Background: an optimization exercise with open tools, aiming at small area and a short achievable clock period. Do not read the settings as production practice.
Function not checked in this run: the RTL went through the layout flow alone.

$ cat flow/flow/run.sh
#!/bin/bash
# Layout flow: the standard ORFS flow (standard.sh, unchanged synthesis), with
#  - after synthesis, flow/polarity.py flips full-adder cells (FA(~a,~b,~c) = ~FA(a,b,c))
#    so that fewer inverters are needed around them; registers are untouched
#  - port buffers made of plain buffers instead of the delay cells buffer_ports picks
set -euo pipefail
cd "$(dirname "$0")/.."
source flow/params.sh
export BUFFER_PORTS_ARGS
export SETUP_SLACK_MARGIN
R=orfs/results/sky130hd/mul_pipe_single/base
bash standard.sh synth > synth.log 2>&1
if [[ "${POLARITY:-1}" == 1 ]]; then
  cp $R/1_2_yosys.v $R/1_2_yosys.std.v
  python3 flow/polarity.py $R/1_2_yosys.std.v $R/1_2_yosys.v > polarity.log 2>&1
  rm -f $R/1_synth.odb
fi
bash standard.sh > standard.log 2>&1
$ cat flow/flow/params.sh
BUFFER_PORTS_ARGS="-buffer_cell sky130_fd_sc_hd__buf_1"
SETUP_SLACK_MARGIN=5.0
POLARITY=1
$ cat flow/flow/polarity.py
#!/usr/bin/env python3
"""Remove inverters around full adders in a flat gate-level netlist.

An xor2/xnor2 cell can be swapped for the other to invert its output. A full adder is self-dual: FA(~a, ~b, ~c) = (~cout, ~sum). So a full-adder cell can be
"flipped" (fed the complements of its inputs, its outputs then carry the complements of
their old values) without changing the circuit's function. This script chooses which
full adders to flip so that as few inverters as possible are needed, then rewrites the
netlist: inverters that only feed cell pins are removed and re-created where needed.
Registers, ports and all other cells are untouched.

usage: polarity.py IN.v OUT.v
"""
import random
import re
import sys
from collections import defaultdict

INV = re.compile(r'sky130_fd_sc_hd__(clk)?inv_\d+$')
FA = re.compile(r'sky130_fd_sc_hd__fa_\d+$')
XO = re.compile(r'sky130_fd_sc_hd__x(n?)or2_(\d+)$')
OUTPINS = {'X', 'Y', 'Q', 'Q_N', 'SUM', 'COUT', 'HI', 'LO'}

src = open(sys.argv[1]).read()
m = re.search(r'\bmodule\b.*?;', src, re.S)
endm = src.rindex('endmodule')
body = src[m.end():endm]

# statements of the module body
stmts = [s for s in re.split(r';', body)]
cells = []    # dict(type, name, pins: [(pin, net)], idx)
other = []    # (idx, text)
ports = set()
for i, s in enumerate(stmts):
    t = s.strip()
    if not t:
        continue
    cm = re.match(r'(sky130_fd_sc_hd__\w+)\s+(\S+)\s*\((.*)\)\s*$', t, re.S)
    if cm:
        pins = [(p, n.strip()) for p, n in re.findall(r'\.(\w+)\(([^()]*)\)', cm.group(3))]
        cells.append({'type': cm.group(1), 'name': cm.group(2), 'pins': pins})
        continue
    pm = re.match(r'(input|output|inout)\s+(\[[^\]]*\]\s*)?(\S+)', t)
    if pm:
        ports.add(pm.group(3))
    other.append(t)

def base_name(net):
    return re.sub(r'\s*\[\d+\]$', '', net.strip())

driver = {}
loads = defaultdict(list)   # net -> [(cell index, pin index)]
for ci, c in enumerate(cells):
    for pi, (p, n) in enumerate(c['pins']):
        if p in OUTPINS:
            driver[n] = ci
        else:
            loads[n].append((ci, pi))
# nets read by assign statements or ports count as fixed loads
assign_rhs = set()
for t in other:
    am = re.match(r'assign\s+(.*?)\s*=\s*(.*)$', t, re.S)
    if am:
        for tok in re.findall(r'\\\S+|[A-Za-z_][\w$]*(?:\s*\[\d+\])?', am.group(2)):
            assign_rhs.add(tok.strip())

def is_port_net(n):
    return base_name(n) in ports

# removable inverters: output feeds only cell input pins, is no port, no assign source
removable = set()
for ci, c in enumerate(cells):
    if INV.match(c['type']):
        y = dict(c['pins'])['Y']
        if not is_port_net(y) and y not in assign_rhs and y in loads:
            removable.add(ci)

def resolve(net):
    """logical source of a net: (base net, polarity) through removable inverters"""
    pol = 0
    seen = 0
    while net in driver and driver[net] in removable and seen < 100:
        net = dict(cells[driver[net]]['pins'])['A']
        pol ^= 1
        seen += 1
    return net, pol

fas = [ci for ci, c in enumerate(cells) if FA.match(c['type'])]
xos = [ci for ci, c in enumerate(cells) if XO.match(c['type'])]
flip = defaultdict(int)

# load requirements: list of (cell index, pin index, base, pol)
reqs = []
for ci, c in enumerate(cells):
    if ci in removable:
        continue
    for pi, (p, n) in enumerate(c['pins']):
        if p in OUTPINS:
            continue
        b, pol = resolve(n)
        reqs.append((ci, pi, b, pol))
by_base = defaultdict(list)
by_cell = defaultdict(list)
for r in reqs:
    by_base[r[2]].append(r)
    by_cell[r[0]].append(r)

def phys(b):
    d = driver.get(b)
    return flip[d] if d is not None and (FA.match(cells[d]['type']) or XO.match(cells[d]['type'])) else 0

def need(r):
    ci, pi, b, pol = r
    want = pol ^ (flip[ci] if FA.match(cells[ci]['type']) else 0)
    return want ^ phys(b)

def base_cost(b):
    return 1 if any(need(r) for r in by_base[b]) else 0

def fa_bases(ci):
    bs = {r[2] for r in by_cell[ci]}
    for p, n in cells[ci]['pins']:
        if p in OUTPINS:
            bs.add(n)
    return bs

total0 = sum(base_cost(b) for b in by_base)
movable = fas + xos
rng = random.Random(1)
best = None
for trial in range(30):
    if trial:
        for ci in movable:
            flip[ci] = best[ci]
        # perturb the best solution a little, then descend again
        for ci in rng.sample(movable, max(1, len(movable) // 10)):
            flip[ci] ^= 1
    for sweep in range(200):
        changed = False
        order = list(movable)
        rng.shuffle(order)
        for ci in order:
            bs = fa_bases(ci)
            before = sum(base_cost(b) for b in bs)
            flip[ci] ^= 1
            after = sum(base_cost(b) for b in bs)
            if after < before:
                changed = True
            elif after == before and rng.random() < 0.3 and sweep < 150:
                pass
            else:
                flip[ci] ^= 1
        if not changed and sweep >= 150:
            break
    cost = sum(base_cost(b) for b in by_base)
    if best is None or cost < best_cost:
        best, best_cost = {ci: flip[ci] for ci in movable}, cost
for ci in movable:
    flip[ci] = best[ci]
total1 = sum(base_cost(b) for b in by_base)

# rewrite
def esc(n):
    return n + ' ' if n.startswith('\\') else n

comp = {}
newcells = []
k = 0
for b in by_base:
    if base_cost(b):
        k += 1
        nn = f'polinv_n{k}'
        comp[b] = nn
        newcells.append(f'  sky130_fd_sc_hd__inv_1 polinv_{k} (\n    .A({esc(b)}),\n    .Y({nn})\n  );')
for r in reqs:
    ci, pi, b, pol = r
    p, _ = cells[ci]['pins'][pi]
    cells[ci]['pins'][pi] = (p, comp[b] if need(r) else b)

out = [src[:m.end()], '\n']
for t in other:
    out.append('  ' + t + ' ;\n')
for nn in comp.values():
    out.append(f'  wire {nn};\n')
for ci, c in enumerate(cells):
    if ci in removable:
        continue
    xm = XO.match(c['type'])
    if xm and flip[ci]:
        c['type'] = f"sky130_fd_sc_hd__{'xor2' if xm.group(1) else 'xnor2'}_{xm.group(2)}"
        # xor2 drives X, xnor2 drives Y
        c['pins'] = [({'X': 'Y', 'Y': 'X'}.get(p, p), n) for p, n in c['pins']]
    pins = ',\n'.join(f'    .{p}({esc(n)})' for p, n in c['pins'])
    out.append(f'  {c["type"]} {c["name"]} (\n{pins}\n  );\n')
out.append('\n'.join(newcells) + '\n')
out.append(src[endm:])
open(sys.argv[2], 'w').write(''.join(out))
print(f'polarity: {len(fas)} full adders, {sum(flip[c] for c in fas)} flipped, '
      f'{sum(flip[c] for c in xos)} of {len(xos)} xor/xnor swapped, inverters {len(removable)} removable -> {len(comp)} needed '
      f'(cost before {total0}, after {total1})', file=sys.stderr)
$ cat flow/standard.sh
#!/bin/bash
# synth_recipe.tcl (not shown) runs the flow's synth.tcl, then flattens the netlist and writes it again
# the make line also repeats each setting of config.mk as NAME=value (left out here)
make -C /OpenROAD-flow-scripts/flow DESIGN_CONFIG=/design/flow/config.mk WORK_HOME=/design/flow/orfs CLKGATE_MAP_FILE= SYNTH_SCRIPT=/design/flow/synth_recipe.tcl "${@:-finish}"
$ cat flow/config.mk
export PLATFORM = sky130hd
export DESIGN_NAME = mul_pipe_single
export DESIGN_NICKNAME = mul_pipe_single
export VERILOG_FILES = /design/flow/design.v
export SDC_FILE = /design/flow/constraint.sdc
export NUM_CORES = 4
export LEC_CHECK = 0
export CAP_MARGIN = 20
export CORE_MARGIN = 2
export CORE_UTILIZATION = 40
export SLEW_MARGIN = 20
$ cat flow/constraint.sdc
create_clock -name core_clock -period 10.0 [get_ports {clk}]
set_input_delay 2.0000 -clock core_clock [delete_from_list [all_inputs] [get_ports {clk}]]
set_output_delay 2.0000 -clock core_clock [all_outputs]
set_load 0.01 [all_outputs]
$ cat flow/design.v
`timescale 1ns/1ps
module mul_pipe_single #(
  parameter XLEN    = 32,
  parameter RD_BITS = 5,
  parameter TAG_W   = 4
) (
  input  wire                 clk,
  input  wire                 rst,
  input  wire                 EX_mul,
  input  wire [XLEN-1:0]      EX_mul_a,
  input  wire [XLEN-1:0]      EX_mul_b,
  input  wire [RD_BITS-1:0]   EX_mul_rd,
  input  wire [TAG_W-1:0]     EX_mul_tag,
  input  wire                 MEM_we,     
  input  wire                 MEM_jlx,    
  output wire                 mul_result_valid,
  output wire [XLEN-1:0]      mul_result,
  output wire [RD_BITS-1:0]   mul_rd,           
  output wire [TAG_W-1:0]     mul_result_tag,   
  output wire                 mul_busy,
  output wire [RD_BITS-1:0]   mul_busy_rd,
  output wire [TAG_W-1:0]     mul_busy_tag,
  output wire                 mul_wb_conflict_stall,
  output wire                 mul_issue_stall
);
  reg  [2:0]         cnt;
  reg  [31:0]        a;
  reg  [31:0]        pbn;     
  reg  [3:0]         bo, bt;   
  reg  [23:0]        acc;
  reg  [2:0]         kc;      
  reg  [RD_BITS-1:0] rd;
  reg  [TAG_W-1:0]   tag;
  wire idle  = (cnt == 3'd0);
  wire valid = (cnt == 3'd5);
  assign mul_busy         = !idle;
  assign mul_result_valid = valid;
  assign mul_result       = valid ? ~pbn : 32'd0;
  assign mul_rd           = valid ? rd  : {RD_BITS{1'b0}};
  assign mul_result_tag   = valid ? tag : {TAG_W{1'b0}};
  assign mul_busy_rd      = mul_rd;
  assign mul_busy_tag     = mul_result_tag;
  assign mul_wb_conflict_stall = valid && (MEM_we || MEM_jlx);
  assign mul_issue_stall       = EX_mul && !idle;
  wire [8:0] nw = idle ? {EX_mul_b[7:0], 1'b0} : ~pbn[15:7];
  wire [3:0] no, nt;
  wire [3:0] bn = ~{pbn[7], pbn[5], pbn[3], pbn[1]};
  genvar gj;
  generate
    for (gj = 0; gj < 4; gj = gj + 1) begin : g_booth
      assign no[gj] = nw[2*gj] ^ nw[2*gj+1];
      assign nt[gj] = (nw[2*gj+2] & ~nw[2*gj+1] & ~nw[2*gj]) | (~nw[2*gj+2] & nw[2*gj+1] & nw[2*gj]);
    end
  endgenerate
  wire [31:0] sa, sb, x;
  wire [2:0]  kco;     
  wire pp1;
  wire pp2;
  wire pp3;
  wire pp4;
  wire pp5;
  wire pp6;
  wire pp7;
  wire pp8;
  wire pp9;
  wire pp10;
  wire pp11;
  wire pp12;
  wire pp13;
  wire pp14;
  wire pp15;
  wire pp16;
  wire pp17;
  wire pp18;
  wire pp19;
  wire pp20;
  wire pp21;
  wire pp22;
  wire pp23;
  wire pp24;
  wire pp25;
  wire pp26;
  wire pp27;
  wire pp28;
  wire pp29;
  wire pp30;
  wire pp31;
  wire pp32;
  wire pp33;
  wire pp34;
  wire pp35;
  wire pp36;
  wire pp37;
  wire pp38;
  wire pp39;
  wire pp40;
  wire pp41;
  wire pp42;
  wire pp43;
  wire pp44;
  wire pp45;
  wire pp46;
  wire pp47;
  wire pp48;
  wire pp49;
  wire pp50;
  wire pp51;
  wire pp52;
  wire pp53;
  wire pp54;
  wire pp55;
  wire pp56;
  wire pp57;
  wire pp58;
  wire pp59;
  wire pp60;
  wire pp61;
  wire pp62;
  wire pp63;
  wire pp64;
  wire pp65;
  wire pp66;
  wire pp67;
  wire pp68;
  wire pp69;
  wire pp70;
  wire pp71;
  wire pp72;
  wire pp73;
  wire pp74;
  wire pp75;
  wire pp76;
  wire pp77;
  wire pp78;
  wire pp79;
  wire pp80;
  wire pp81;
  wire pp82;
  wire pp83;
  wire pp84;
  wire pp85;
  wire pp86;
  wire pp87;
  wire pp88;
  wire pp89;
  wire pp90;
  wire pp91;
  wire pp92;
  wire pp93;
  wire pp94;
  wire pp95;
  wire pp96;
  wire pp97;
  wire pp98;
  wire pp99;
  wire pp100;
  wire pp101;
  wire pp102;
  wire pp103;
  wire pp104;
  wire pp105;
  wire pp106;
  wire pp107;
  wire pp108;
  wire pp109;
  wire pp110;
  wire pp111;
  wire pp112;
  wire pp113;
  wire pp114;
  wire pp115;
  wire pp116;
  wire s117;
  wire c118;
  wire s119;
  wire c120;
  wire s121;
  wire c122;
  wire s123;
  wire c124;
  wire s125;
  wire c126;
  wire s127;
  wire c128;
  wire s129;
  wire c130;
  wire s131;
  wire c132;
  wire s133;
  wire c134;
  wire s135;
  wire c136;
  wire s137;
  wire c138;
  wire s139;
  wire c140;
  wire s141;
  wire c142;
  wire s143;
  wire c144;
  wire s145;
  wire c146;
  wire s147;
  wire c148;
  wire s149;
  wire c150;
  wire s151;
  wire c152;
  wire s153;
  wire c154;
  wire s155;
  wire c156;
  wire s157;
  wire c158;
  wire s159;
  wire c160;
  wire s161;
  wire c162;
  wire s163;
  wire c164;
  wire s165;
  wire c166;
  wire s167;
  wire c168;
  wire s169;
  wire c170;
  wire s171;
  wire c172;
  wire s173;
  wire c174;
  wire s175;
  wire c176;
  wire s177;
  wire c178;
  wire s179;
  wire c180;
  wire s181;
  wire c182;
  wire s183;
  wire c184;
  wire s185;
  wire c186;
  wire s187;
  wire c188;
  wire s189;
  wire c190;
  wire s191;
  wire c192;
  wire s193;
  wire c194;
  wire s195;
  wire c196;
  wire s197;
  wire c198;
  wire s199;
  wire c200;
  wire s201;
  wire c202;
  wire s203;
  wire c204;
  wire s205;
  wire c206;
  wire s207;
  wire c208;
  wire s209;
  wire c210;
  wire s211;
  wire c212;
  wire s213;
  wire c214;
  wire s215;
  wire c216;
  wire s217;
  wire c218;
  wire s219;
  wire c220;
  wire s221;
  wire c222;
  wire s223;
  wire c224;
  wire s225;
  wire c226;
  wire s227;
  wire c228;
  wire s229;
  wire c230;
  wire s231;
  wire c232;
  wire s233;
  wire c234;
  wire s235;
  wire c236;
  wire s237;
  wire c238;
  wire s239;
  wire c240;
  wire s241;
  wire c242;
  wire s243;
  wire c244;
  wire s245;
  wire c246;
  wire s247;
  wire c248;
  wire s249;
  wire c250;
  wire s251;
  wire c252;
  wire s253;
  wire c254;
  wire s255;
  wire c256;
  wire s257;
  wire c258;
  wire s259;
  wire c260;
  wire s261;
  wire c262;
  wire s263;
  wire c264;
  wire s265;
  wire c266;
  wire s267;
  wire c268;
  wire s269;
  wire c270;
  wire s271;
  wire c272;
  wire s273;
  wire c274;
  wire s275;
  wire c276;
  wire s277;
  wire c278;
  wire s279;
  wire c280;
  wire s281;
  wire c282;
  wire s283;
  wire c284;
  wire s285;
  wire c286;
  wire s287;
  wire c288;
  wire s289;
  wire c290;
  wire s291;
  wire c292;
  wire s293;
  wire c294;
  wire s295;
  wire c296;
  wire s297;
  wire c298;
  wire s299;
  wire c300;
  wire s301;
  wire c302;
  wire s303;
  wire c304;
  wire s305;
  wire c306;
  wire s307;
  wire c308;
  wire s309;
  wire c310;
  wire s311;
  wire c312;
  wire s313;
  wire c314;
  wire s315;
  wire c316;
  wire s317;
  wire c318;
  wire s319;
  wire c320;
  wire s321;
  wire c322;
  wire s323;
  wire c324;
  wire s325;
  wire c326;
  wire s327;
  wire c328;
  wire s329;
  wire c330;
  wire s331;
  wire c332;
  wire g333;
  wire p334;
  wire g335;
  wire p336;
  wire g337;
  wire p338;
  wire g339;
  wire p340;
  wire g341;
  wire p342;
  wire g343;
  wire p344;
  wire g345;
  wire p346;
  wire g347;
  wire p348;
  wire g349;
  wire p350;
  wire g351;
  wire p352;
  wire g353;
  wire p354;
  wire g355;
  wire p356;
  wire g357;
  wire p358;
  wire g359;
  wire p360;
  wire g361;
  wire p362;
  wire g363;
  wire p364;
  wire g365;
  wire p366;
  wire g367;
  wire p368;
  wire g369;
  wire p370;
  wire g371;
  wire p372;
  wire g373;
  wire p374;
  wire g375;
  wire p376;
  wire g377;
  wire p378;
  wire g379;
  wire p380;
  wire g381;
  wire p382;
  wire g383;
  wire p384;
  wire g385;
  wire p386;
  wire g387;
  wire p388;
  wire g389;
  wire p390;
  wire g391;
  wire p392;
  wire g393;
  wire p394;
  wire g395;
  wire p396;
  wire g397;
  wire g398;
  wire g399;
  wire g400;
  wire p401;
  wire g402;
  wire p403;
  wire g404;
  wire p405;
  wire g406;
  wire p407;
  wire g408;
  wire p409;
  wire g410;
  wire p411;
  wire g412;
  wire p413;
  wire g414;
  wire p415;
  wire g416;
  wire p417;
  wire g418;
  wire p419;
  wire g420;
  wire p421;
  wire g422;
  wire p423;
  wire g424;
  wire p425;
  wire g426;
  wire p427;
  wire g428;
  wire p429;
  wire g430;
  wire p431;
  wire g432;
  wire p433;
  wire g434;
  wire p435;
  wire g436;
  wire p437;
  wire g438;
  wire p439;
  wire g440;
  wire p441;
  wire g442;
  wire p443;
  wire g444;
  wire p445;
  wire g446;
  wire p447;
  wire g448;
  wire p449;
  wire g450;
  wire p451;
  wire g452;
  wire p453;
  wire g454;
  wire p455;
  wire g456;
  wire p457;
  wire g458;
  wire p459;
  wire g460;
  wire p461;
  wire g462;
  wire p463;
  wire g464;
  wire p465;
  wire g466;
  wire p467;
  wire g468;
  wire p469;
  wire g470;
  wire p471;
  wire g472;
  wire p473;
  wire g474;
  wire p475;
  wire g476;
  wire p477;
  wire g478;
  wire p479;
  wire g480;
  wire p481;
  wire g482;
  wire p483;
  wire g484;
  wire p485;
  wire g486;
  wire p487;
  wire g488;
  wire p489;
  wire g490;
  wire p491;
  wire g492;
  wire p493;
  wire g494;
  wire p495;
  assign pp1 = (bo[0] & a[0]) ^ bn[0];
  assign pp2 = ((bo[0] & a[1]) | (bt[0] & a[0])) ^ bn[0];
  assign pp3 = ((bo[0] & a[2]) | (bt[0] & a[1])) ^ bn[0];
  assign pp4 = ((bo[0] & a[3]) | (bt[0] & a[2])) ^ bn[0];
  assign pp5 = ((bo[0] & a[4]) | (bt[0] & a[3])) ^ bn[0];
  assign pp6 = ((bo[0] & a[5]) | (bt[0] & a[4])) ^ bn[0];
  assign pp7 = ((bo[0] & a[6]) | (bt[0] & a[5])) ^ bn[0];
  assign pp8 = ((bo[0] & a[7]) | (bt[0] & a[6])) ^ bn[0];
  assign pp9 = ((bo[0] & a[8]) | (bt[0] & a[7])) ^ bn[0];
  assign pp10 = ((bo[0] & a[9]) | (bt[0] & a[8])) ^ bn[0];
  assign pp11 = ((bo[0] & a[10]) | (bt[0] & a[9])) ^ bn[0];
  assign pp12 = ((bo[0] & a[11]) | (bt[0] & a[10])) ^ bn[0];
  assign pp13 = ((bo[0] & a[12]) | (bt[0] & a[11])) ^ bn[0];
  assign pp14 = ((bo[0] & a[13]) | (bt[0] & a[12])) ^ bn[0];
  assign pp15 = ((bo[0] & a[14]) | (bt[0] & a[13])) ^ bn[0];
  assign pp16 = ((bo[0] & a[15]) | (bt[0] & a[14])) ^ bn[0];
  assign pp17 = ((bo[0] & a[16]) | (bt[0] & a[15])) ^ bn[0];
  assign pp18 = ((bo[0] & a[17]) | (bt[0] & a[16])) ^ bn[0];
  assign pp19 = ((bo[0] & a[18]) | (bt[0] & a[17])) ^ bn[0];
  assign pp20 = ((bo[0] & a[19]) | (bt[0] & a[18])) ^ bn[0];
  assign pp21 = ((bo[0] & a[20]) | (bt[0] & a[19])) ^ bn[0];
  assign pp22 = ((bo[0] & a[21]) | (bt[0] & a[20])) ^ bn[0];
  assign pp23 = ((bo[0] & a[22]) | (bt[0] & a[21])) ^ bn[0];
  assign pp24 = ((bo[0] & a[23]) | (bt[0] & a[22])) ^ bn[0];
  assign pp25 = ((bo[0] & a[24]) | (bt[0] & a[23])) ^ bn[0];
  assign pp26 = ((bo[0] & a[25]) | (bt[0] & a[24])) ^ bn[0];
  assign pp27 = ((bo[0] & a[26]) | (bt[0] & a[25])) ^ bn[0];
  assign pp28 = ((bo[0] & a[27]) | (bt[0] & a[26])) ^ bn[0];
  assign pp29 = ((bo[0] & a[28]) | (bt[0] & a[27])) ^ bn[0];
  assign pp30 = ((bo[0] & a[29]) | (bt[0] & a[28])) ^ bn[0];
  assign pp31 = ((bo[0] & a[30]) | (bt[0] & a[29])) ^ bn[0];
  assign pp32 = ((bo[0] & a[31]) | (bt[0] & a[30])) ^ bn[0];
  assign pp33 = (bo[1] & a[0]) ^ bn[1];
  assign pp34 = ((bo[1] & a[1]) | (bt[1] & a[0])) ^ bn[1];
  assign pp35 = ((bo[1] & a[2]) | (bt[1] & a[1])) ^ bn[1];
  assign pp36 = ((bo[1] & a[3]) | (bt[1] & a[2])) ^ bn[1];
  assign pp37 = ((bo[1] & a[4]) | (bt[1] & a[3])) ^ bn[1];
  assign pp38 = ((bo[1] & a[5]) | (bt[1] & a[4])) ^ bn[1];
  assign pp39 = ((bo[1] & a[6]) | (bt[1] & a[5])) ^ bn[1];
  assign pp40 = ((bo[1] & a[7]) | (bt[1] & a[6])) ^ bn[1];
  assign pp41 = ((bo[1] & a[8]) | (bt[1] & a[7])) ^ bn[1];
  assign pp42 = ((bo[1] & a[9]) | (bt[1] & a[8])) ^ bn[1];
  assign pp43 = ((bo[1] & a[10]) | (bt[1] & a[9])) ^ bn[1];
  assign pp44 = ((bo[1] & a[11]) | (bt[1] & a[10])) ^ bn[1];
  assign pp45 = ((bo[1] & a[12]) | (bt[1] & a[11])) ^ bn[1];
  assign pp46 = ((bo[1] & a[13]) | (bt[1] & a[12])) ^ bn[1];
  assign pp47 = ((bo[1] & a[14]) | (bt[1] & a[13])) ^ bn[1];
  assign pp48 = ((bo[1] & a[15]) | (bt[1] & a[14])) ^ bn[1];
  assign pp49 = ((bo[1] & a[16]) | (bt[1] & a[15])) ^ bn[1];
  assign pp50 = ((bo[1] & a[17]) | (bt[1] & a[16])) ^ bn[1];
  assign pp51 = ((bo[1] & a[18]) | (bt[1] & a[17])) ^ bn[1];
  assign pp52 = ((bo[1] & a[19]) | (bt[1] & a[18])) ^ bn[1];
  assign pp53 = ((bo[1] & a[20]) | (bt[1] & a[19])) ^ bn[1];
  assign pp54 = ((bo[1] & a[21]) | (bt[1] & a[20])) ^ bn[1];
  assign pp55 = ((bo[1] & a[22]) | (bt[1] & a[21])) ^ bn[1];
  assign pp56 = ((bo[1] & a[23]) | (bt[1] & a[22])) ^ bn[1];
  assign pp57 = ((bo[1] & a[24]) | (bt[1] & a[23])) ^ bn[1];
  assign pp58 = ((bo[1] & a[25]) | (bt[1] & a[24])) ^ bn[1];
  assign pp59 = ((bo[1] & a[26]) | (bt[1] & a[25])) ^ bn[1];
  assign pp60 = ((bo[1] & a[27]) | (bt[1] & a[26])) ^ bn[1];
  assign pp61 = ((bo[1] & a[28]) | (bt[1] & a[27])) ^ bn[1];
  assign pp62 = ((bo[1] & a[29]) | (bt[1] & a[28])) ^ bn[1];
  assign pp63 = (bo[2] & a[0]) ^ bn[2];
  assign pp64 = ((bo[2] & a[1]) | (bt[2] & a[0])) ^ bn[2];
  assign pp65 = ((bo[2] & a[2]) | (bt[2] & a[1])) ^ bn[2];
  assign pp66 = ((bo[2] & a[3]) | (bt[2] & a[2])) ^ bn[2];
  assign pp67 = ((bo[2] & a[4]) | (bt[2] & a[3])) ^ bn[2];
  assign pp68 = ((bo[2] & a[5]) | (bt[2] & a[4])) ^ bn[2];
  assign pp69 = ((bo[2] & a[6]) | (bt[2] & a[5])) ^ bn[2];
  assign pp70 = ((bo[2] & a[7]) | (bt[2] & a[6])) ^ bn[2];
  assign pp71 = ((bo[2] & a[8]) | (bt[2] & a[7])) ^ bn[2];
  assign pp72 = ((bo[2] & a[9]) | (bt[2] & a[8])) ^ bn[2];
  assign pp73 = ((bo[2] & a[10]) | (bt[2] & a[9])) ^ bn[2];
  assign pp74 = ((bo[2] & a[11]) | (bt[2] & a[10])) ^ bn[2];
  assign pp75 = ((bo[2] & a[12]) | (bt[2] & a[11])) ^ bn[2];
  assign pp76 = ((bo[2] & a[13]) | (bt[2] & a[12])) ^ bn[2];
  assign pp77 = ((bo[2] & a[14]) | (bt[2] & a[13])) ^ bn[2];
  assign pp78 = ((bo[2] & a[15]) | (bt[2] & a[14])) ^ bn[2];
  assign pp79 = ((bo[2] & a[16]) | (bt[2] & a[15])) ^ bn[2];
  assign pp80 = ((bo[2] & a[17]) | (bt[2] & a[16])) ^ bn[2];
  assign pp81 = ((bo[2] & a[18]) | (bt[2] & a[17])) ^ bn[2];
  assign pp82 = ((bo[2] & a[19]) | (bt[2] & a[18])) ^ bn[2];
  assign pp83 = ((bo[2] & a[20]) | (bt[2] & a[19])) ^ bn[2];
  assign pp84 = ((bo[2] & a[21]) | (bt[2] & a[20])) ^ bn[2];
  assign pp85 = ((bo[2] & a[22]) | (bt[2] & a[21])) ^ bn[2];
  assign pp86 = ((bo[2] & a[23]) | (bt[2] & a[22])) ^ bn[2];
  assign pp87 = ((bo[2] & a[24]) | (bt[2] & a[23])) ^ bn[2];
  assign pp88 = ((bo[2] & a[25]) | (bt[2] & a[24])) ^ bn[2];
  assign pp89 = ((bo[2] & a[26]) | (bt[2] & a[25])) ^ bn[2];
  assign pp90 = ((bo[2] & a[27]) | (bt[2] & a[26])) ^ bn[2];
  assign pp91 = (bo[3] & a[0]) ^ bn[3];
  assign pp92 = ((bo[3] & a[1]) | (bt[3] & a[0])) ^ bn[3];
  assign pp93 = ((bo[3] & a[2]) | (bt[3] & a[1])) ^ bn[3];
  assign pp94 = ((bo[3] & a[3]) | (bt[3] & a[2])) ^ bn[3];
  assign pp95 = ((bo[3] & a[4]) | (bt[3] & a[3])) ^ bn[3];
  assign pp96 = ((bo[3] & a[5]) | (bt[3] & a[4])) ^ bn[3];
  assign pp97 = ((bo[3] & a[6]) | (bt[3] & a[5])) ^ bn[3];
  assign pp98 = ((bo[3] & a[7]) | (bt[3] & a[6])) ^ bn[3];
  assign pp99 = ((bo[3] & a[8]) | (bt[3] & a[7])) ^ bn[3];
  assign pp100 = ((bo[3] & a[9]) | (bt[3] & a[8])) ^ bn[3];
  assign pp101 = ((bo[3] & a[10]) | (bt[3] & a[9])) ^ bn[3];
  assign pp102 = ((bo[3] & a[11]) | (bt[3] & a[10])) ^ bn[3];
  assign pp103 = ((bo[3] & a[12]) | (bt[3] & a[11])) ^ bn[3];
  assign pp104 = ((bo[3] & a[13]) | (bt[3] & a[12])) ^ bn[3];
  assign pp105 = ((bo[3] & a[14]) | (bt[3] & a[13])) ^ bn[3];
  assign pp106 = ((bo[3] & a[15]) | (bt[3] & a[14])) ^ bn[3];
  assign pp107 = ((bo[3] & a[16]) | (bt[3] & a[15])) ^ bn[3];
  assign pp108 = ((bo[3] & a[17]) | (bt[3] & a[16])) ^ bn[3];
  assign pp109 = ((bo[3] & a[18]) | (bt[3] & a[17])) ^ bn[3];
  assign pp110 = ((bo[3] & a[19]) | (bt[3] & a[18])) ^ bn[3];
  assign pp111 = ((bo[3] & a[20]) | (bt[3] & a[19])) ^ bn[3];
  assign pp112 = ((bo[3] & a[21]) | (bt[3] & a[20])) ^ bn[3];
  assign pp113 = ((bo[3] & a[22]) | (bt[3] & a[21])) ^ bn[3];
  assign pp114 = ((bo[3] & a[23]) | (bt[3] & a[22])) ^ bn[3];
  assign pp115 = ((bo[3] & a[24]) | (bt[3] & a[23])) ^ bn[3];
  assign pp116 = ((bo[3] & a[25]) | (bt[3] & a[24])) ^ bn[3];
  assign s117 = acc[4] ^ pp5 ^ pp35;
  assign c118 = (acc[4] & pp5) | (acc[4] & pp35) | (pp5 & pp35);
  assign s119 = acc[5] ^ pp6 ^ pp36;
  assign c120 = (acc[5] & pp6) | (acc[5] & pp36) | (pp6 & pp36);
  assign s121 = acc[6] ^ pp7 ^ pp37;
  assign c122 = (acc[6] & pp7) | (acc[6] & pp37) | (pp7 & pp37);
  assign s123 = pp65 ^ pp91 ^ bn[3];
  assign c124 = (pp65 & pp91) | (pp65 & bn[3]) | (pp91 & bn[3]);
  assign s125 = acc[7] ^ pp8 ^ pp38;
  assign c126 = (acc[7] & pp8) | (acc[7] & pp38) | (pp8 & pp38);
  assign s127 = pp66 ^ pp92 ^ s125;
  assign c128 = (pp66 & pp92) | (pp66 & s125) | (pp92 & s125);
  assign s129 = acc[8] ^ pp9 ^ pp39;
  assign c130 = (acc[8] & pp9) | (acc[8] & pp39) | (pp9 & pp39);
  assign s131 = pp67 ^ pp93 ^ s129;
  assign c132 = (pp67 & pp93) | (pp67 & s129) | (pp93 & s129);
  assign s133 = acc[9] ^ pp10 ^ pp40;
  assign c134 = (acc[9] & pp10) | (acc[9] & pp40) | (pp10 & pp40);
  assign s135 = pp68 ^ pp94 ^ s133;
  assign c136 = (pp68 & pp94) | (pp68 & s133) | (pp94 & s133);
  assign s137 = acc[10] ^ pp11 ^ pp41;
  assign c138 = (acc[10] & pp11) | (acc[10] & pp41) | (pp11 & pp41);
  assign s139 = pp69 ^ pp95 ^ s137;
  assign c140 = (pp69 & pp95) | (pp69 & s137) | (pp95 & s137);
  assign s141 = acc[11] ^ pp12 ^ pp42;
  assign c142 = (acc[11] & pp12) | (acc[11] & pp42) | (pp12 & pp42);
  assign s143 = pp70 ^ pp96 ^ s141;
  assign c144 = (pp70 & pp96) | (pp70 & s141) | (pp96 & s141);
  assign s145 = acc[12] ^ pp13 ^ pp43;
  assign c146 = (acc[12] & pp13) | (acc[12] & pp43) | (pp13 & pp43);
  assign s147 = pp71 ^ pp97 ^ s145;
  assign c148 = (pp71 & pp97) | (pp71 & s145) | (pp97 & s145);
  assign s149 = acc[13] ^ pp14 ^ pp44;
  assign c150 = (acc[13] & pp14) | (acc[13] & pp44) | (pp14 & pp44);
  assign s151 = pp72 ^ pp98 ^ s149;
  assign c152 = (pp72 & pp98) | (pp72 & s149) | (pp98 & s149);
  assign s153 = acc[14] ^ pp15 ^ pp45;
  assign c154 = (acc[14] & pp15) | (acc[14] & pp45) | (pp15 & pp45);
  assign s155 = pp73 ^ pp99 ^ s153;
  assign c156 = (pp73 & pp99) | (pp73 & s153) | (pp99 & s153);
  assign s157 = acc[15] ^ pp16 ^ pp46;
  assign c158 = (acc[15] & pp16) | (acc[15] & pp46) | (pp16 & pp46);
  assign s159 = pp74 ^ pp100 ^ s157;
  assign c160 = (pp74 & pp100) | (pp74 & s157) | (pp100 & s157);
  assign s161 = acc[16] ^ pp17 ^ pp47;
  assign c162 = (acc[16] & pp17) | (acc[16] & pp47) | (pp17 & pp47);
  assign s163 = pp75 ^ pp101 ^ s161;
  assign c164 = (pp75 & pp101) | (pp75 & s161) | (pp101 & s161);
  assign s165 = acc[17] ^ pp18 ^ pp48;
  assign c166 = (acc[17] & pp18) | (acc[17] & pp48) | (pp18 & pp48);
  assign s167 = pp76 ^ pp102 ^ s165;
  assign c168 = (pp76 & pp102) | (pp76 & s165) | (pp102 & s165);
  assign s169 = acc[18] ^ pp19 ^ pp49;
  assign c170 = (acc[18] & pp19) | (acc[18] & pp49) | (pp19 & pp49);
  assign s171 = pp77 ^ pp103 ^ s169;
  assign c172 = (pp77 & pp103) | (pp77 & s169) | (pp103 & s169);
  assign s173 = acc[19] ^ pp20 ^ pp50;
  assign c174 = (acc[19] & pp20) | (acc[19] & pp50) | (pp20 & pp50);
  assign s175 = pp78 ^ pp104 ^ s173;
  assign c176 = (pp78 & pp104) | (pp78 & s173) | (pp104 & s173);
  assign s177 = acc[20] ^ pp21 ^ pp51;
  assign c178 = (acc[20] & pp21) | (acc[20] & pp51) | (pp21 & pp51);
  assign s179 = pp79 ^ pp105 ^ s177;
  assign c180 = (pp79 & pp105) | (pp79 & s177) | (pp105 & s177);
  assign s181 = acc[21] ^ pp22 ^ pp52;
  assign c182 = (acc[21] & pp22) | (acc[21] & pp52) | (pp22 & pp52);
  assign s183 = pp80 ^ pp106 ^ s181;
  assign c184 = (pp80 & pp106) | (pp80 & s181) | (pp106 & s181);
  assign s185 = acc[22] ^ pp23 ^ pp53;
  assign c186 = (acc[22] & pp23) | (acc[22] & pp53) | (pp23 & pp53);
  assign s187 = pp81 ^ pp107 ^ s185;
  assign c188 = (pp81 & pp107) | (pp81 & s185) | (pp107 & s185);
  assign s189 = acc[23] ^ pp24 ^ pp54;
  assign c190 = (acc[23] & pp24) | (acc[23] & pp54) | (pp24 & pp54);
  assign s191 = pp82 ^ pp108 ^ s189;
  assign c192 = (pp82 & pp108) | (pp82 & s189) | (pp108 & s189);
  assign s193 = pp25 ^ pp55 ^ pp83;
  assign c194 = (pp25 & pp55) | (pp25 & pp83) | (pp55 & pp83);
  assign s195 = pp26 ^ pp56 ^ pp84;
  assign c196 = (pp26 & pp56) | (pp26 & pp84) | (pp56 & pp84);
  assign s197 = pp27 ^ pp57 ^ pp85;
  assign c198 = (pp27 & pp57) | (pp27 & pp85) | (pp57 & pp85);
  assign s199 = pp28 ^ pp58 ^ pp86;
  assign c200 = (pp28 & pp58) | (pp28 & pp86) | (pp58 & pp86);
  assign s201 = pp29 ^ pp59 ^ pp87;
  assign c202 = (pp29 & pp59) | (pp29 & pp87) | (pp59 & pp87);
  assign s203 = pp30 ^ pp60 ^ pp88;
  assign c204 = (pp30 & pp60) | (pp30 & pp88) | (pp60 & pp88);
  assign s205 = pp31 ^ pp61 ^ pp89;
  assign c206 = (pp31 & pp61) | (pp31 & pp89) | (pp61 & pp89);
  assign s207 = pp32 ^ pp62 ^ pp90;
  assign c208 = (pp32 & pp62) | (pp32 & pp90) | (pp62 & pp90);
  assign s209 = acc[2] ^ pp3 ^ pp33;
  assign c210 = (acc[2] & pp3) | (acc[2] & pp33) | (pp3 & pp33);
  assign s211 = acc[3] ^ pp4 ^ pp34;
  assign c212 = (acc[3] & pp4) | (acc[3] & pp34) | (pp4 & pp34);
  assign s213 = pp63 ^ bn[2] ^ s117;
  assign c214 = (pp63 & bn[2]) | (pp63 & s117) | (bn[2] & s117);
  assign s215 = pp64 ^ s119 ^ c118;
  assign c216 = (pp64 & s119) | (pp64 & c118) | (s119 & c118);
  assign s217 = s121 ^ s123 ^ c120;
  assign c218 = (s121 & s123) | (s121 & c120) | (s123 & c120);
  assign s219 = s127 ^ c122 ^ c124;
  assign c220 = (s127 & c122) | (s127 & c124) | (c122 & c124);
  assign s221 = s131 ^ c126 ^ c128;
  assign c222 = (s131 & c126) | (s131 & c128) | (c126 & c128);
  assign s223 = s135 ^ c130 ^ c132;
  assign c224 = (s135 & c130) | (s135 & c132) | (c130 & c132);
  assign s225 = s139 ^ c134 ^ c136;
  assign c226 = (s139 & c134) | (s139 & c136) | (c134 & c136);
  assign s227 = s143 ^ c138 ^ c140;
  assign c228 = (s143 & c138) | (s143 & c140) | (c138 & c140);
  assign s229 = s147 ^ c142 ^ c144;
  assign c230 = (s147 & c142) | (s147 & c144) | (c142 & c144);
  assign s231 = s151 ^ c146 ^ c148;
  assign c232 = (s151 & c146) | (s151 & c148) | (c146 & c148);
  assign s233 = s155 ^ c150 ^ c152;
  assign c234 = (s155 & c150) | (s155 & c152) | (c150 & c152);
  assign s235 = s159 ^ c154 ^ c156;
  assign c236 = (s159 & c154) | (s159 & c156) | (c154 & c156);
  assign s237 = s163 ^ c158 ^ c160;
  assign c238 = (s163 & c158) | (s163 & c160) | (c158 & c160);
  assign s239 = s167 ^ c162 ^ c164;
  assign c240 = (s167 & c162) | (s167 & c164) | (c162 & c164);
  assign s241 = s171 ^ c166 ^ c168;
  assign c242 = (s171 & c166) | (s171 & c168) | (c166 & c168);
  assign s243 = s175 ^ c170 ^ c172;
  assign c244 = (s175 & c170) | (s175 & c172) | (c170 & c172);
  assign s245 = s179 ^ c174 ^ c176;
  assign c246 = (s179 & c174) | (s179 & c176) | (c174 & c176);
  assign s247 = s183 ^ c178 ^ c180;
  assign c248 = (s183 & c178) | (s183 & c180) | (c178 & c180);
  assign s249 = s187 ^ c182 ^ c184;
  assign c250 = (s187 & c182) | (s187 & c184) | (c182 & c184);
  assign s251 = s191 ^ c186 ^ c188;
  assign c252 = (s191 & c186) | (s191 & c188) | (c186 & c188);
  assign s253 = pp109 ^ s193 ^ c190;
  assign c254 = (pp109 & s193) | (pp109 & c190) | (s193 & c190);
  assign s255 = pp110 ^ s195 ^ c194;
  assign c256 = (pp110 & s195) | (pp110 & c194) | (s195 & c194);
  assign s257 = pp111 ^ s197 ^ c196;
  assign c258 = (pp111 & s197) | (pp111 & c196) | (s197 & c196);
  assign s259 = pp112 ^ s199 ^ c198;
  assign c260 = (pp112 & s199) | (pp112 & c198) | (s199 & c198);
  assign s261 = pp113 ^ s201 ^ c200;
  assign c262 = (pp113 & s201) | (pp113 & c200) | (s201 & c200);
  assign s263 = pp114 ^ s203 ^ c202;
  assign c264 = (pp114 & s203) | (pp114 & c202) | (s203 & c202);
  assign s265 = pp115 ^ s205 ^ c204;
  assign c266 = (pp115 & s205) | (pp115 & c204) | (s205 & c204);
  assign s267 = pp116 ^ s207 ^ c206;
  assign c268 = (pp116 & s207) | (pp116 & c206) | (s207 & c206);
  assign s269 = acc[0] ^ pp1 ^ kc[0];
  assign c270 = (acc[0] & pp1) | (acc[0] & kc[0]) | (pp1 & kc[0]);
  assign s271 = acc[1] ^ pp2;
  assign c272 = acc[1] & pp2;
  assign s273 = bn[1] ^ s209;
  assign c274 = bn[1] & s209;
  assign s275 = s211 ^ c210;
  assign c276 = s211 & c210;
  assign s277 = s213 ^ c212;
  assign c278 = s213 & c212;
  assign s279 = s215 ^ c214;
  assign c280 = s215 & c214;
  assign s281 = s217 ^ c216;
  assign c282 = s217 & c216;
  assign s283 = s219 ^ c218;
  assign c284 = s219 & c218;
  assign s285 = s221 ^ c220;
  assign c286 = s221 & c220;
  assign s287 = s223 ^ c222;
  assign c288 = s223 & c222;
  assign s289 = s225 ^ c224;
  assign c290 = s225 & c224;
  assign s291 = s227 ^ c226;
  assign c292 = s227 & c226;
  assign s293 = s229 ^ c228;
  assign c294 = s229 & c228;
  assign s295 = s231 ^ c230;
  assign c296 = s231 & c230;
  assign s297 = s233 ^ c232;
  assign c298 = s233 & c232;
  assign s299 = s235 ^ c234;
  assign c300 = s235 & c234;
  assign s301 = s237 ^ c236;
  assign c302 = s237 & c236;
  assign s303 = s239 ^ c238;
  assign c304 = s239 & c238;
  assign s305 = s241 ^ c240;
  assign c306 = s241 & c240;
  assign s307 = s243 ^ c242;
  assign c308 = s243 & c242;
  assign s309 = s245 ^ c244;
  assign c310 = s245 & c244;
  assign s311 = s247 ^ c246;
  assign c312 = s247 & c246;
  assign s313 = s249 ^ c248;
  assign c314 = s249 & c248;
  assign s315 = s251 ^ c250;
  assign c316 = s251 & c250;
  assign s317 = c192 ^ s253 ^ c252;
  assign c318 = (c192 & s253) | (c192 & c252) | (s253 & c252);
  assign s319 = s255 ^ c254;
  assign c320 = s255 & c254;
  assign s321 = s257 ^ c256;
  assign c322 = s257 & c256;
  assign s323 = s259 ^ c258;
  assign c324 = s259 & c258;
  assign s325 = s261 ^ c260;
  assign c326 = s261 & c260;
  assign s327 = s263 ^ c262;
  assign c328 = s263 & c262;
  assign s329 = s265 ^ c264;
  assign c330 = s265 & c264;
  assign s331 = s267 ^ c266;
  assign c332 = s267 & c266;
  assign sa = {s331, s329, s327, s325, s323, s321, s319, s317, s315, s313, s311, s309, s307, s305, s303, s301, s299, s297, s295, s293, s291, s289, s287, s285, s283, s281, s279, s277, s275, s273, s271, s269};
  assign sb = {c330, c328, c326, c324, c322, c320, c318, c316, c314, c312, c310, c308, c306, c304, c302, c300, c298, c296, c294, c292, c290, c288, c286, c284, c282, c280, c278, c276, c274, c272, c270, 1'b0};
  assign g333 = (sa[0] & sb[0]);
  assign p334 = (sa[0] ^ sb[0]);
  assign g335 = (sa[1] & sb[1]);
  assign p336 = (sa[1] ^ sb[1]);
  assign g337 = (sa[2] & sb[2]);
  assign p338 = (sa[2] ^ sb[2]);
  assign g339 = (sa[3] & sb[3]);
  assign p340 = (sa[3] ^ sb[3]);
  assign g341 = (sa[4] & sb[4]);
  assign p342 = (sa[4] ^ sb[4]);
  assign g343 = (sa[5] & sb[5]);
  assign p344 = (sa[5] ^ sb[5]);
  assign g345 = (sa[6] & sb[6]);
  assign p346 = (sa[6] ^ sb[6]);
  assign g347 = (sa[7] & sb[7]);
  assign p348 = (sa[7] ^ sb[7]);
  assign g349 = (sa[8] & sb[8]);
  assign p350 = (sa[8] ^ sb[8]);
  assign g351 = (sa[9] & sb[9]);
  assign p352 = (sa[9] ^ sb[9]);
  assign g353 = (sa[10] & sb[10]);
  assign p354 = (sa[10] ^ sb[10]);
  assign g355 = (sa[11] & sb[11]);
  assign p356 = (sa[11] ^ sb[11]);
  assign g357 = (sa[12] & sb[12]);
  assign p358 = (sa[12] ^ sb[12]);
  assign g359 = (sa[13] & sb[13]);
  assign p360 = (sa[13] ^ sb[13]);
  assign g361 = (sa[14] & sb[14]);
  assign p362 = (sa[14] ^ sb[14]);
  assign g363 = (sa[15] & sb[15]);
  assign p364 = (sa[15] ^ sb[15]);
  assign g365 = (sa[16] & sb[16]);
  assign p366 = (sa[16] ^ sb[16]);
  assign g367 = (sa[17] & sb[17]);
  assign p368 = (sa[17] ^ sb[17]);
  assign g369 = (sa[18] & sb[18]);
  assign p370 = (sa[18] ^ sb[18]);
  assign g371 = (sa[19] & sb[19]);
  assign p372 = (sa[19] ^ sb[19]);
  assign g373 = (sa[20] & sb[20]);
  assign p374 = (sa[20] ^ sb[20]);
  assign g375 = (sa[21] & sb[21]);
  assign p376 = (sa[21] ^ sb[21]);
  assign g377 = (sa[22] & sb[22]);
  assign p378 = (sa[22] ^ sb[22]);
  assign g379 = (sa[23] & sb[23]);
  assign p380 = (sa[23] ^ sb[23]);
  assign g381 = (sa[24] & sb[24]);
  assign p382 = (sa[24] ^ sb[24]);
  assign g383 = (sa[25] & sb[25]);
  assign p384 = (sa[25] ^ sb[25]);
  assign g385 = (sa[26] & sb[26]);
  assign p386 = (sa[26] ^ sb[26]);
  assign g387 = (sa[27] & sb[27]);
  assign p388 = (sa[27] ^ sb[27]);
  assign g389 = (sa[28] & sb[28]);
  assign p390 = (sa[28] ^ sb[28]);
  assign g391 = (sa[29] & sb[29]);
  assign p392 = (sa[29] ^ sb[29]);
  assign g393 = (sa[30] & sb[30]);
  assign p394 = (sa[30] ^ sb[30]);
  assign g395 = (sa[31] & sb[31]);
  assign p396 = (sa[31] ^ sb[31]);
  assign g397 = g333 | (p334 & bn[0]);
  assign g398 = g349 | (p350 & kc[1]);
  assign g399 = g365 | (p366 & kc[2]);
  assign g400 = g335 | (p336 & g397);
  assign p401 = p336 & p334;
  assign g402 = g339 | (p340 & g337);
  assign p403 = p340 & p338;
  assign g404 = g343 | (p344 & g341);
  assign p405 = p344 & p342;
  assign g406 = g347 | (p348 & g345);
  assign p407 = p348 & p346;
  assign g408 = g351 | (p352 & g398);
  assign p409 = p352 & p350;
  assign g410 = g355 | (p356 & g353);
  assign p411 = p356 & p354;
  assign g412 = g359 | (p360 & g357);
  assign p413 = p360 & p358;
  assign g414 = g363 | (p364 & g361);
  assign p415 = p364 & p362;
  assign g416 = g367 | (p368 & g399);
  assign p417 = p368 & p366;
  assign g418 = g371 | (p372 & g369);
  assign p419 = p372 & p370;
  assign g420 = g375 | (p376 & g373);
  assign p421 = p376 & p374;
  assign g422 = g379 | (p380 & g377);
  assign p423 = p380 & p378;
  assign g424 = g383 | (p384 & g381);
  assign p425 = p384 & p382;
  assign g426 = g387 | (p388 & g385);
  assign p427 = p388 & p386;
  assign g428 = g391 | (p392 & g389);
  assign p429 = p392 & p390;
  assign g430 = g395 | (p396 & g393);
  assign p431 = p396 & p394;
  assign g432 = g337 | (p338 & g400);
  assign p433 = p338 & p401;
  assign g434 = g402 | (p403 & g400);
  assign p435 = p403 & p401;
  assign g436 = g345 | (p346 & g404);
  assign p437 = p346 & p405;
  assign g438 = g406 | (p407 & g404);
  assign p439 = p407 & p405;
  assign g440 = g353 | (p354 & g408);
  assign p441 = p354 & p409;
  assign g442 = g410 | (p411 & g408);
  assign p443 = p411 & p409;
  assign g444 = g361 | (p362 & g412);
  assign p445 = p362 & p413;
  assign g446 = g414 | (p415 & g412);
  assign p447 = p415 & p413;
  assign g448 = g369 | (p370 & g416);
  assign p449 = p370 & p417;
  assign g450 = g418 | (p419 & g416);
  assign p451 = p419 & p417;
  assign g452 = g377 | (p378 & g420);
  assign p453 = p378 & p421;
  assign g454 = g422 | (p423 & g420);
  assign p455 = p423 & p421;
  assign g456 = g385 | (p386 & g424);
  assign p457 = p386 & p425;
  assign g458 = g426 | (p427 & g424);
  assign p459 = p427 & p425;
  assign g460 = g393 | (p394 & g428);
  assign p461 = p394 & p429;
  assign g462 = g430 | (p431 & g428);
  assign p463 = p431 & p429;
  assign g464 = g341 | (p342 & g434);
  assign p465 = p342 & p435;
  assign g466 = g404 | (p405 & g434);
  assign p467 = p405 & p435;
  assign g468 = g436 | (p437 & g434);
  assign p469 = p437 & p435;
  assign g470 = g438 | (p439 & g434);
  assign p471 = p439 & p435;
  assign g472 = g357 | (p358 & g442);
  assign p473 = p358 & p443;
  assign g474 = g412 | (p413 & g442);
  assign p475 = p413 & p443;
  assign g476 = g444 | (p445 & g442);
  assign p477 = p445 & p443;
  assign g478 = g446 | (p447 & g442);
  assign p479 = p447 & p443;
  assign g480 = g373 | (p374 & g450);
  assign p481 = p374 & p451;
  assign g482 = g420 | (p421 & g450);
  assign p483 = p421 & p451;
  assign g484 = g452 | (p453 & g450);
  assign p485 = p453 & p451;
  assign g486 = g454 | (p455 & g450);
  assign p487 = p455 & p451;
  assign g488 = g389 | (p390 & g458);
  assign p489 = p390 & p459;
  assign g490 = g428 | (p429 & g458);
  assign p491 = p429 & p459;
  assign g492 = g460 | (p461 & g458);
  assign p493 = p461 & p459;
  assign g494 = g462 | (p463 & g458);
  assign p495 = p463 & p459;
  assign x[0] = p334 ^ bn[0];
  assign x[1] = p336 ^ g397;
  assign x[2] = p338 ^ g400;
  assign x[3] = p340 ^ g432;
  assign x[4] = p342 ^ g434;
  assign x[5] = p344 ^ g464;
  assign x[6] = p346 ^ g466;
  assign x[7] = p348 ^ g468;
  assign kco[0] = g470;
  assign x[8] = p350 ^ kc[1];
  assign x[9] = p352 ^ g398;
  assign x[10] = p354 ^ g408;
  assign x[11] = p356 ^ g440;
  assign x[12] = p358 ^ g442;
  assign x[13] = p360 ^ g472;
  assign x[14] = p362 ^ g474;
  assign x[15] = p364 ^ g476;
  assign kco[1] = g478;
  assign x[16] = p366 ^ kc[2];
  assign x[17] = p368 ^ g399;
  assign x[18] = p370 ^ g416;
  assign x[19] = p372 ^ g448;
  assign x[20] = p374 ^ g450;
  assign x[21] = p376 ^ g480;
  assign x[22] = p378 ^ g482;
  assign x[23] = p380 ^ g484;
  assign kco[2] = g486;
  assign x[24] = p382;
  assign x[25] = p384 ^ g381;
  assign x[26] = p386 ^ g424;
  assign x[27] = p388 ^ g456;
  assign x[28] = p390 ^ g458;
  assign x[29] = p392 ^ g488;
  assign x[30] = p394 ^ g490;
  assign x[31] = p396 ^ g492;
  always @(posedge clk) begin
    if (rst) cnt <= 3'd0;
    else if (idle) cnt <= EX_mul ? 3'd1 : 3'd0;
    else if (valid) cnt <= 3'd0;
    else cnt <= cnt + 3'd1;
    bo <= no;
    bt <= nt;
    if (idle) begin
      a     <= EX_mul_a;
      pbn   <= ~EX_mul_b;
      rd    <= EX_mul_rd;
      tag   <= EX_mul_tag;
      acc   <= 24'd0;
      kc    <= 3'd0;
    end else begin
      pbn   <= {~x[7:0], pbn[31:8]};
      acc   <= x[31:8];
      kc    <= kco;
    end
  end
endmodule
==> impl_metrics.py <==
metrics = {
    "status": {
        "outcome": "finished clean",
    },
    "critical_path": {
        "critPathMaxStageDelay_ns": 0.53,
        "critPathTopFamily": "adder cells",
        "cp_slowest_cell": "edfxtp_1",
        "startpoint_type": "flip-flop",
        "crit_top_cell": "fa_1",
        "arrival_ns": 5.02,
        "crit_chain": "a22oi_1 > xor2_1 > fa_1 > fa_1 > fa_1 > ha_1 > fa_1 > fa_1 > a21o_1 > a21oi_1 > fa_1 > nor2_1",
        "worstPathRequired_ns": 10.29,
        "end_kind": "flip-flop",
        "worstSetupPathType": "flip-flop to flip-flop",
        "critPathBufInv": 0,
        "cp_max_fo": 8,
    },
    "sta": {
        "hold_slack_ns": 0.461,
        "relSlewSlack": 0.496,
        "tightestPinTransition_ns": 0.757,
        "hold_viol_final": 0,
        "fin_crit_sh": 0.472,
        "tns_ns": 0,
        "fin_skew_ns": 0.0118,
        "fmax_mhz": 212,
        "slew_violations": 0,
        "finalCriticalPeriod_ns": 4.72,
        "setup_viol": 0,
        "rsz0062_at_grt": "no",
    },
    "clock_network": {
        "root_buffer": "clkbuf_16",
        "clk_latency_ns": 0.37,
        "htree_levels": 3,
        "clk_pin_slew_worst_paths_ns": 0.08,
        "ctsHoldBuffers": 0,
        "cts.sinks": 111,
        "cts_buffers": 9,
        "cts_tree": "built",
        "clk_path_buf_depth": 2,
    },
    "flow_run": {
        "drv_cap": 0,
    },
    "logic_synthesis": {
        "synth_warnings": 1,
        "syn_area_um2": 8720,
        "synth_cells": 826,
        "syn_avg_cell_area_um2": 10.6,
        "syn-num-nets": 1049,
    },
    "placed_design": {
        "dp.cells": 1163,
        "io_buffers": 131,
        "place_hpwl_um": 14800,
        "gp_congestion": 0.845,
    },
    "detailed_routing": {
        "finalWirelength_um": 20700,
        "wl_per_cell_um": 17.4,
        "drtIter0Drc": 525,
        "drc_errors": 0,
        "dr_total_vias": 6236,
        "avgViaCountPerCell": 5.25,
        "first_pass_iters": 5,
        "ant_nets": 0,
    },
    "final_layout": {
        "nets": 1125,
        "n_fill_cell": 2076,
        "drive_above_1_share": 0.0562,
        "synthToLayoutAreaGrowth_pct": 10.7,
        "instances_no_fill": 1187,
        "diodes": 0,
    },
    "floorplan": {
        "initial_utilization": 0.404,
        "core_um2": 21600,
        "die_area_um2": 23000,
        "die_x_um": 152,
        "pin_count": 132,
        "die_h_um": 152,
        "rows": 54,
    },
    "global_routing": {
        "grt_pass1_wl_um": 33300,
        "grtUsageTotal": 0.188,
        "grt-ovfl-total": 0,
        "grt_max_degree": 71,
        "grt_pass1_vias": 6155,
        "antenna_found_initial": 0,
    },
    "worst_hold_path": {
        "hold_path.class": "flip-flop to flip-flop",
    },
}
placed cells by master (no fill, tap or decap), drive strengths merged:
cell,count
o21a,2
nand2b,1
and3,11
a21boi,1
nor2b,1
a31oi,1
a22oi,112
nand3b,1
nor3,12
fa,88
o41ai,1
nor2,70
xnor2,47
mux2i,6
clkinvlp,2
a21o,4
edfxtp,41
o21bai,3
dfxtp,70
clkinv,3
nor3b,1
clkbuf,9
a21oi,14
nor4b,1
ha,57
o21ai,33
xor2,92
and2,10
buf,152
nand2,39
inv,22
area by class of cell:
type | instances | area, um2 | area share
clock buffer | 9 | 225 | 0.0233
clock inverter | 7 | 82.6 | 0.00855
inverter | 20 | 82.6 | 0.00855
multi-input combinational | 608 | 5610 | 0.581
sequential | 111 | 2640 | 0.273
tap | 280 | 350 | 0.0363
timing repair buffer | 152 | 669 | 0.0693
state kept, by name, indices dropped and copies added, names as in the netlist:
signal and cells:
a 32, kc 3, cnt 3, pbn 32, tag 4, bt 4, acc 24, bo 4
rd 5
per-layer routing:
metal  part of all wire  track usage  wire length, um  vias to the layer above
li1                   -            -                -                     2953
met1               0.45        0.264             9370                     3062
met2               0.48        0.304             9900                      191
met3              0.050       0.0290             1030                       30
met4              0.019       0.0532              393                        0
met5                  0            0                0                        -
worst reg2reg max path, stage by stage, from the launching register on:
cell	delay [ns]
edfxtp_1	0.53
a22oi_1	0.26
xor2_1	0.22
fa_1	0.45
fa_1	0.47
fa_1	0.50
ha_1	0.33
fa_1	0.41
fa_1	0.42
a21o_1	0.20
a21oi_1	0.30
fa_1	0.45
nor2_1	0.11
worst paths after layout:
check                                      from                  to  slack, ns  cells after the start
worst min-delay path            pbn[28]$_DFF_P_     pbn[20]$_DFF_P_       0.46                      2
worst max-delay path            a[14]$_DFFE_PP_  acc[12]$_SDFF_PP0_       5.28                     12
worst min register to register  pbn[28]$_DFF_P_     pbn[20]$_DFF_P_       0.46                      2
worst max register to register  a[14]$_DFFE_PP_  acc[12]$_SDFF_PP0_       5.28                     12
timing repair:
action                                  4_1_cts  5_1_grt
setup buffers                                 3        5
endpoints found under the setup margin       10       14
pin swaps                                     0        0
gates resized for setup                       2        9
through the flow:
step	util	setup slack [ns]	area, um2
2_1_floorplan	-	5.21	8720
3_3_place_gp	0.428	4.95	9260
3_5_place_dp	0.428	4.88	9260
4_1_cts	0.444	5.04	9590
5_1_grt	0.447	5.00	9660
6_report	0.447	5.28	9660

## separate check: timing with driven ports
Ports are ideal in the flow. The routed layout listed here was re-timed in OpenROAD.
Step 1 (the two cells are an assumption about what drives the block):
set clk [get_ports {clk}]
set_driving_cell -lib_cell sky130_fd_sc_hd__clkbuf_16 $clk
set_driving_cell -lib_cell sky130_fd_sc_hd__buf_2 [delete_from_list [all_inputs] $clk]
Step 2 moves the port delays by t, midway between the first and last clock arrival at a register: inputs arrive t later, outputs are due t later. That takes back most of the time a late clock gives input paths.
Slacks: ideal ports / drivers / drivers and shift; pairs: ideal ports / drivers.
t, ns: 0.412
setup slack, ns: 5.277 / 5.277 / 5.277
slew at the worst register clock pin (ns): 0.09 / 0.09
worst data-port slew with drivers (ns): 0.05
After both steps this run still meets setup and hold. The setup slack of this run moves by 0.000 ns with the drivers and by 0.000 ns with both steps.
